This is an optimization exercise on Yosys and OpenROAD, whose aim is small area, not a production implementation. In this exercise RTL edits were held to simulation tests only and were not proved equivalent to the original. Power and IR drop assume default switching activity.

**flow/config.mk**
```make
export PLATFORM = sky130hd
export DESIGN_NAME = pulse_gen
export DESIGN_NICKNAME = pulse_gen
export VERILOG_FILES = /design/flow/design.v
export SDC_FILE = /design/flow/constraint.sdc
export NUM_CORES = 4
export LEC_CHECK = 0
export CAP_MARGIN = 20
export CORE_MARGIN = 2
export CORE_UTILIZATION = 30
export SLEW_MARGIN = 20
```
**flow/constraint.sdc**
```tcl
create_clock -name core_clock -period 10.0 [get_ports {clk}]
set_input_delay 2.0000 -clock core_clock [delete_from_list [all_inputs] [get_ports {clk}]]
set_output_delay 2.0000 -clock core_clock [all_outputs]
set_load 0.01 [all_outputs]
```
**flow/design.v**
```verilog
module pulse_gen
(
	input wire clk, rst,
	input wire instr_fifo_empty,
	input wire [31:0] instr_fifo_data,
	output wire instr_fifo_read,
	input wire pulse_fifo_empty,
	input wire [31:0] pulse_fifo_data,
	output wire pulse_fifo_read,
	output wire [255:0] m_axis_tdata,
	output wire m_axis_tvalid,
	input wire m_axis_tready,
	output wire [255:0] m0_axis_tdata,
	output wire m0_axis_tvalid,
	input wire m0_axis_tready,
	output wire [7:0] state_out,
	output wire busy
);
localparam [3:0] S_IDLE = 0, S_RST_READ = 1, S_READ = 2, S_WAIT_TICK = 3,
                 S_WAIT_PULSE = 4, S_TOGGLE_END = 5, S_SS_1 = 6, S_SS_2 = 7,
                 S_SS_3 = 8, S_SS_4 = 9, S_SS_5 = 10, S_SS_6 = 11,
                 S_SS_WAIT = 12, S_WAIT_CLEAR = 13, S_SS_SYNC_SEND = 14,
                 S_TOGGLE_SEND = 15;
reg [3:0] state;
reg is_phase_meas_mode;
reg [15:0] amplitude_n;    
reg [15:0] pulse_len_reg;
reg [23:0] clock_period;
reg [45:0] main_clock;
reg rst_clock;
reg [15:0] cnt;           
reg [3:0] fine_delay;     
reg [7:0] dead_pulses;
reg [6:0] dead_half;      
reg [11:0] words;         
reg [15:0] mask;          
reg m0_on;
assign m_axis_tvalid = 1'b1;
assign m0_axis_tvalid = 1'b1;
assign state_out = {4'b0, state};
assign busy = (state != S_IDLE) || is_phase_meas_mode;
assign instr_fifo_read = (state == S_RST_READ);
assign pulse_fifo_read = (state == S_SS_2) || (state == S_WAIT_CLEAR);
wire clock_tick = main_clock == 0;
wire clock_pre_tick = main_clock >= ({22'b0, clock_period} - 46'd1);
function [15:0] therm;
input [3:0] n;
begin
	therm = ~(16'hFFFF >> n);
end
endfunction
wire len_long = (pulse_len_reg[15:4] != 0);
wire [15:0] pulse_mask = len_long ? 16'hFFFF : therm(pulse_len_reg[3:0]);
wire [15:0] out_mask = is_phase_meas_mode ? (clock_tick ? pulse_mask : 16'h0) : mask;
wire [15:0] m0_mask = m0_on ? pulse_mask : 16'h0;
genvar g;
generate
	for (g = 0; g < 16; g = g + 1) begin : lanes
		assign m_axis_tdata[g*16 +: 16] = ~(amplitude_n | {16{~out_mask[g]}});
		assign m0_axis_tdata[g*16 +: 16] = ~(amplitude_n | {16{~m0_mask[g]}});
	end
endgenerate
wire [4:0] end_lane = pulse_len_reg[3:0] + fine_delay;
wire [15:0] end_mask = therm(end_lane[3:0]);
wire [15:0] late_mask = ~therm(fine_delay);
wire [15:0] start_mask = late_mask & ((len_long || end_lane[4]) ? 16'hFFFF : end_mask);
wire words_last = (words[11:1] == 0) && !(words[0] && end_lane[4]);
wire [15:0] tail_mask = (words[0] ^ end_lane[4]) ? end_mask : 16'h0;
wire [7:0] cmd = instr_fifo_data[31:24];
wire cnt_zero = (cnt == 0);
always @(posedge clk) begin
	case (state)
		S_RST_READ: fine_delay <= 0;
		S_READ: if (cmd == 8'd1) fine_delay <= instr_fifo_data[3:0];
		S_SS_3: fine_delay <= pulse_fifo_data[3:0];
		default: ;
	endcase
	case (state)
		S_READ: begin
			if (cmd == 8'd1) cnt <= instr_fifo_data[23:8];
			else if (cmd == 8'd5 || cmd == 8'd6) cnt <= instr_fifo_data[15:0];
		end
		S_SS_3: cnt <= pulse_fifo_data[23:8];
		S_TOGGLE_END, S_SS_1, S_WAIT_TICK, S_SS_4:
			if (!cnt_zero && clock_pre_tick) cnt <= cnt - 16'd1;
		S_WAIT_PULSE, S_SS_5:
			if (!cnt_zero) cnt <= cnt - 16'd1;
		default: ;
	endcase
	if (state == S_READ && cmd == 8'd6) begin
		dead_pulses <= instr_fifo_data[23:16];
		dead_half <= instr_fifo_data[23:17];
	end
	else if (state == S_SS_WAIT && dead_pulses != 0 && clock_tick)
		dead_pulses <= dead_pulses - 8'd1;
	case (state)
		S_TOGGLE_END, S_SS_1, S_SS_4, S_SS_5: words <= pulse_len_reg[15:4];
		S_TOGGLE_SEND, S_SS_SYNC_SEND, S_SS_6: if (!words_last) words <= words - 12'd1;
		default: ;
	endcase
end
always @(posedge clk or negedge rst) begin
	if (!rst) begin
		state <= S_IDLE;
		is_phase_meas_mode <= 0;
		amplitude_n <= 16'h8000;
		pulse_len_reg <= 18;
		clock_period <= 10;
		rst_clock <= 0;
		mask <= 0;
		m0_on <= 0;
	end
	else begin
		rst_clock <= (state == S_READ) && (cmd == 8'd0);
		m0_on <= (state == S_SS_WAIT) && (dead_pulses != 0) && clock_tick &&
		         (dead_pulses == {1'b0, dead_half});
		case (state)
			S_IDLE: begin
				mask <= 0;
				if (!instr_fifo_empty) state <= S_RST_READ;
			end
			S_RST_READ: state <= S_READ;
			S_READ: begin
				state <= S_IDLE;
				case (cmd)
					8'd0: mask <= start_mask;
					8'd1: state <= S_WAIT_TICK;
					8'd2: clock_period <= instr_fifo_data[23:0];
					8'd3: is_phase_meas_mode <= 1;
					8'd4: is_phase_meas_mode <= 0;
					8'd5: begin
						is_phase_meas_mode <= 0;
						state <= S_TOGGLE_END;
					end
					8'd6: state <= S_SS_1;
					8'd7: if (!pulse_fifo_empty) state <= S_WAIT_CLEAR;
					8'd8: amplitude_n <= ~instr_fifo_data[15:0];
					8'd9: pulse_len_reg <= instr_fifo_data[15:0];
					default: ;
				endcase
			end
			S_WAIT_CLEAR: if (pulse_fifo_empty) state <= S_IDLE;
			S_TOGGLE_END, S_SS_1: begin
				if (cnt_zero) begin
					mask <= 0;
					if (state == S_TOGGLE_END || pulse_fifo_empty) state <= S_IDLE;
					else state <= S_SS_WAIT;
				end
				else if (clock_pre_tick) begin
					mask <= start_mask;
					state <= (state == S_TOGGLE_END) ? S_TOGGLE_SEND : S_SS_SYNC_SEND;
				end
				else if (state == S_TOGGLE_END) mask <= 0;
			end
			S_TOGGLE_SEND, S_SS_SYNC_SEND, S_SS_6: begin
				if (words_last) begin
					mask <= tail_mask;
					if (state == S_TOGGLE_SEND) state <= S_TOGGLE_END;
					else if (state == S_SS_SYNC_SEND) state <= S_SS_1;
					else if (!pulse_fifo_empty) state <= S_SS_2;
					else state <= S_IDLE;
				end
				else mask <= 16'hFFFF;
			end
			S_SS_WAIT: if (dead_pulses == 0) state <= S_SS_2;
			S_SS_2: begin
				mask <= 0;
				state <= S_SS_3;
			end
			S_SS_3: state <= S_SS_4;
			S_SS_4, S_SS_5: begin
				if (clock_pre_tick || state == S_SS_5) begin
					if (cnt_zero) begin
						mask <= start_mask;
						state <= S_SS_6;
					end
					else state <= S_SS_5;
				end
			end
			S_WAIT_TICK, S_WAIT_PULSE: begin
				if (clock_pre_tick || state == S_WAIT_PULSE) begin
					if (cnt_zero) begin
						mask <= late_mask;
						state <= S_IDLE;
					end
					else state <= S_WAIT_PULSE;
				end
			end
		endcase
	end
end
always @(posedge clk or negedge rst) begin
	if (!rst) main_clock <= 0;
	else if (rst_clock || clock_pre_tick) main_clock <= 0;
	else main_clock <= main_clock + 46'd1;
end
endmodule
```
**flow/flow/run.sh**
```bash
#!/bin/bash
# Standard layout, with the smallest buffer on every port and no CTS dummy loads.
set -euo pipefail
export BUFFER_PORTS_ARGS="-buffer_cell sky130_fd_sc_hd__buf_1"
export CTS_ARGS="-sink_clustering_enable -repair_clock_nets -dont_use_dummy_load"
bash standard.sh > standard.log 2>&1
```
**flow/standard.sh**
```bash
#!/bin/bash
# synth_recipe.tcl (not shown) runs the flow's synth.tcl, then flattens the netlist and writes it again
# the make line also repeats each setting of config.mk as NAME=value (left out here)
make -C /OpenROAD-flow-scripts/flow DESIGN_CONFIG=/design/flow/config.mk WORK_HOME=/design/flow/orfs CLKGATE_MAP_FILE= SYNTH_SCRIPT=/design/flow/synth_recipe.tcl "${@:-finish}"
```
==> flow_summary.json <==
{
  "r2r-start": "clock_period[7]$_DFFE_PN0P_",
  "post-route-util_pct": 37.5,
  "syn-cell-area_um2": 13400,
  "finalSetupTns_ps": 0,
  "top_regs": "main_clock: 46 flops, clock_period: 24 flops",
  "endpoint_kind": "primary output",
  "synth.distinct_cells": 67,
  "wl_um": 59400,
  "grt_remaining_overflow": 0,
  "netlist_instances": 1817,
  "regMostFlops": "main_clock",
  "ys_seq_area_share_pct": 33.9,
  "clock-sinks": 172,
  "switching_share_pct": 42.9,
  "ys.flop_type": "dfrtp_1",
  "setup_viol_count_final": 0,
  "final-hold-violation-count": 0,
  "die_y_um": 216,
  "rsz0062_at_grt": "no",
  "grt_max_degree": 73,
  "r2r_end": "mask[10]$_DFFE_PN0P_",
  "vias_per_cell": 5.38,
  "fmax_ghz": 0.165,
  "async_reset_ff_share_pct": 72.7,
  "power_leakage_uw": 0.00770,
  "grt_pass1_wl_um": 85400,
  "min_period_ps": 6080,
  "power_switching_uw": 1270,
  "slowest_delay_ps": 990,
  "hp-class": "register to register",
  "path_clk_slew_ps": 70,
  "p_comb_share_pct": 44.3,
  "die_area_um2": 46400,
  "synth_enable_flop_cells": 47,
  "die_w_um": 216,
  "avgSynthCellArea_um2": 7.39,
  "powerDensity_nw_per_um2": 179,
  "grt_pass1_vias": 13600,
  "ir_drop_v": 0.000120,
  "cp-start-kind": "register",
  "r2r_cells": 16,
  "clock_latency_ps": 440,
  "status": "timing/DRC/antenna clean",
  "hpwl_um": 42900,
  "internal_power_uw": 1690,
  "io_pins": 595,
  "cts_tree": "done",
  "final_common_cell": "nor2_1",
  "worst_slew_pin_slew_ps": 1130,
  "route.detailed.drc": 0,
  "required_ps": 8000,
  "finalMaxSlewViolations": 0,
  "rows": 77,
  "largest_register_ffs": 46,
  "drive_above_1_share_pct": 6.42,
  "period_share_pct": 60.8,
  "io_buffers": 574,
  "grt_usage_pct": 24.1,
  "root_buffer": "clkbuf_16",
  "slew-limit-headroom_pct": 24.7,
  "holdWs_ps": 472,
  "antenna_found_initial": 2,
  "clk_path_buf_depth": 2,
  "maxCapViolCount": 0,
  "postCtsHoldBufs": 0,
  "h-tree-depth": 4,
  "cp_common_cell": "nand3_1",
  "seq_power_share_pct": 37.4,
  "drt_iter0_markers": 1689,
  "firstDrtPassIters": 6,
  "r2r_setup_slack_ps": 4040,
  "ant_nets": 0,
  "num_vias": 15500,
  "fin_nets": 2422,
  "ys_warn_count": 1,
  "cp_cell_sequence": "nor4_1, nand3_1, a21oi_1, buf_4, nand3_1, a31oi_2, nor2_1, buf_1",
  "core_um2": 44200,
  "routedWlPerCell_um": 20.6,
  "place_congestion": 0.915,
  "p_clk_share_pct": 18.3,
  "area_delta_synth_final_pct": 23.6,
  "fin_skew_ps": 19.1,
  "min-delay-start": "mask[6]$_DFFE_PN0P_",
  "initial_utilization_pct": 30.4,
  "post-cts-setup-buffers": 0,
  "cpMaxStageDelayCell": "a31oi_2",
  "cts_buffers": 17,
  "min_to": "mask[6]$_DFFE_PN0P_",
  "holdPathStages": 2,
  "path_class": "register to primary output",
  "post_cts_resized": 0,
  "worst_ep_arrival_time_ps": 4080,
  "cp_max_fo": 19,
  "ys_seq_elements": 172,
  "layout_common_cells": "587 x nor2_1, 573 x buf_1, 131 x nand2_1"
}
how the worst max path moves through the flow:
stage	start	end	slack [ps]	cells past startpoint
after CTS	pulse_len_reg[11]$_DFFE_PN0P_	m_axis_tdata[126]	4020	9
final	pulse_len_reg[11]$_DFFE_PN0P_	m_axis_tdata[184]	3920	8
after global routing	pulse_len_reg[11]$_DFFE_PN0P_	m_axis_tdata[188]	3570	8
after detailed placement	clock_period[7]$_DFFE_PN0P_	mask[10]$_DFFE_PN0P_	4110	16
after global placement	clock_period[7]$_DFFE_PN0P_	mask[15]$_DFFE_PN0P_	4300	16
after floorplan	clock_period[7]$_DFFE_PN0P_	cnt[0]$_DFFE_PP_	4520	14
power groups by stage:
stage | registers, uW | clock network, uW | logic [uW]
2_1_floorplan | 1020 | 0 | 986
3_3_place_gp | 1100 | 0 | 1260
3_5_place_dp | 1110 | 0 | 1290
4_1_cts | 1100 | 554 | 1300
5_1_grt | 1130 | 580 | 1460
6_report | 1110 | 543 | 1310
per-stage QoR:
| stage | worst slack (ps) | cell area [um^2] | power [uW] | std cells |
|---|---|---|---|---|
| after floorplan | 4520 | 13400 | 2000 | 1821 |
| after global placement | 4300 | 16100 | 2370 | 2863 |
| after detailed placement | 4110 | 16100 | 2410 | 2865 |
| after CTS | 4020 | 16600 | 2950 | 2882 |
| after global routing | 3570 | 16600 | 3160 | 2884 |
| final | 3920 | 16600 | 2960 | 2884 |
critical path: cells and delay by family (launching register included):
family                 cells  cell delay [ps]
DFF                        1              400
and+or+nand+nor            4             1460
AOI/OAI and AO/OA          2             1300
buffers and inverters      2              460
cells by family after synthesis:
logic type,after synthesis,synth area share [%]
XOR/XNOR,105,6.85
multiplexers,66,5.30
other,2,0.0560
AO/OA/AOI/OAI,260,11.7
flip-flops,172,33.9
adder cells (fa/ha/maj),59,5.56
AND/OR/NAND/NOR,972,31.4
buffers and inverters,181,5.29
synth_stat cells (7+ instances only):
master,instances,share of area (%)
mux2i_1,26,1.9
dfrtp_1,120,22
a22o_1,7,0.46
edfxtp_1,47,11
and3_1,19,0.89
mux2_2,40,3.4
xor2_1,47,3.1
o221ai_1,16,1.0
nor2b_1,22,1.0
o21ai_0,85,3.2
nor4_1,34,1.6
a31oi_1,20,0.93
nor3_1,75,2.8
or3_1,8,0.37
a21oi_1,73,2.7
inv_1,21,0.59
nand2_1,132,3.7
buf_1,18,0.50
clkbuf_1,128,3.6
nand4_1,19,0.89
ha_1,58,5.4
a21o_1,7,0.39
nor2_1,588,16
nand2b_1,13,0.61
o31ai_1,7,0.39
xnor2_1,58,3.8
o22ai_1,8,0.37
nand3_1,33,1.2
metal layers:
layer  GRT usage, %  routed length (um)  vias to the layer above
met3           5.03                5110                      130
met2           40.2               28100                      911
met4           6.90                1520                        2
li1               -                   -                     7093
met1           31.4               24700                     7374
met5          0.625                  10                        -
area by class of cell:
type | count | area [um^2]
Antenna cell | 1 | 2.50
Tap cell | 592 | 741
Timing Repair Buffer | 611 | 2460
Multi-Input combinational cell | 1468 | 8310
Inverter | 23 | 86.3
Fill cell | 4661 | 27600
Clock buffer | 17 | 425
Sequential cell | 172 | 4560

-- separate check: timing with driven ports --
The flow's constraints put no driver on any port. The routed layout listed below was extracted and timed again, unchanged, in two steps.
Step 1, drivers: a clkbuf_16 drives clk and a buf_2 each remaining input, both assumed.
Step 2, shift: input delay + t, output delay - t, t = (earliest + latest rising clock arrival at the registers) / 2. This alone moves slack from input paths to output paths.
Three values: ideal ports, drivers, drivers and shift; two values: the first two.
t (ns): 0.476
setup slack, ns: 3.924 / 3.876 / 4.044
worst slew at a driven data input, ns: 0.08
After both steps this run still meets setup and hold. For this run, drivers alone change the setup slack by -0.048 ns; drivers and shift together by +0.120 ns.
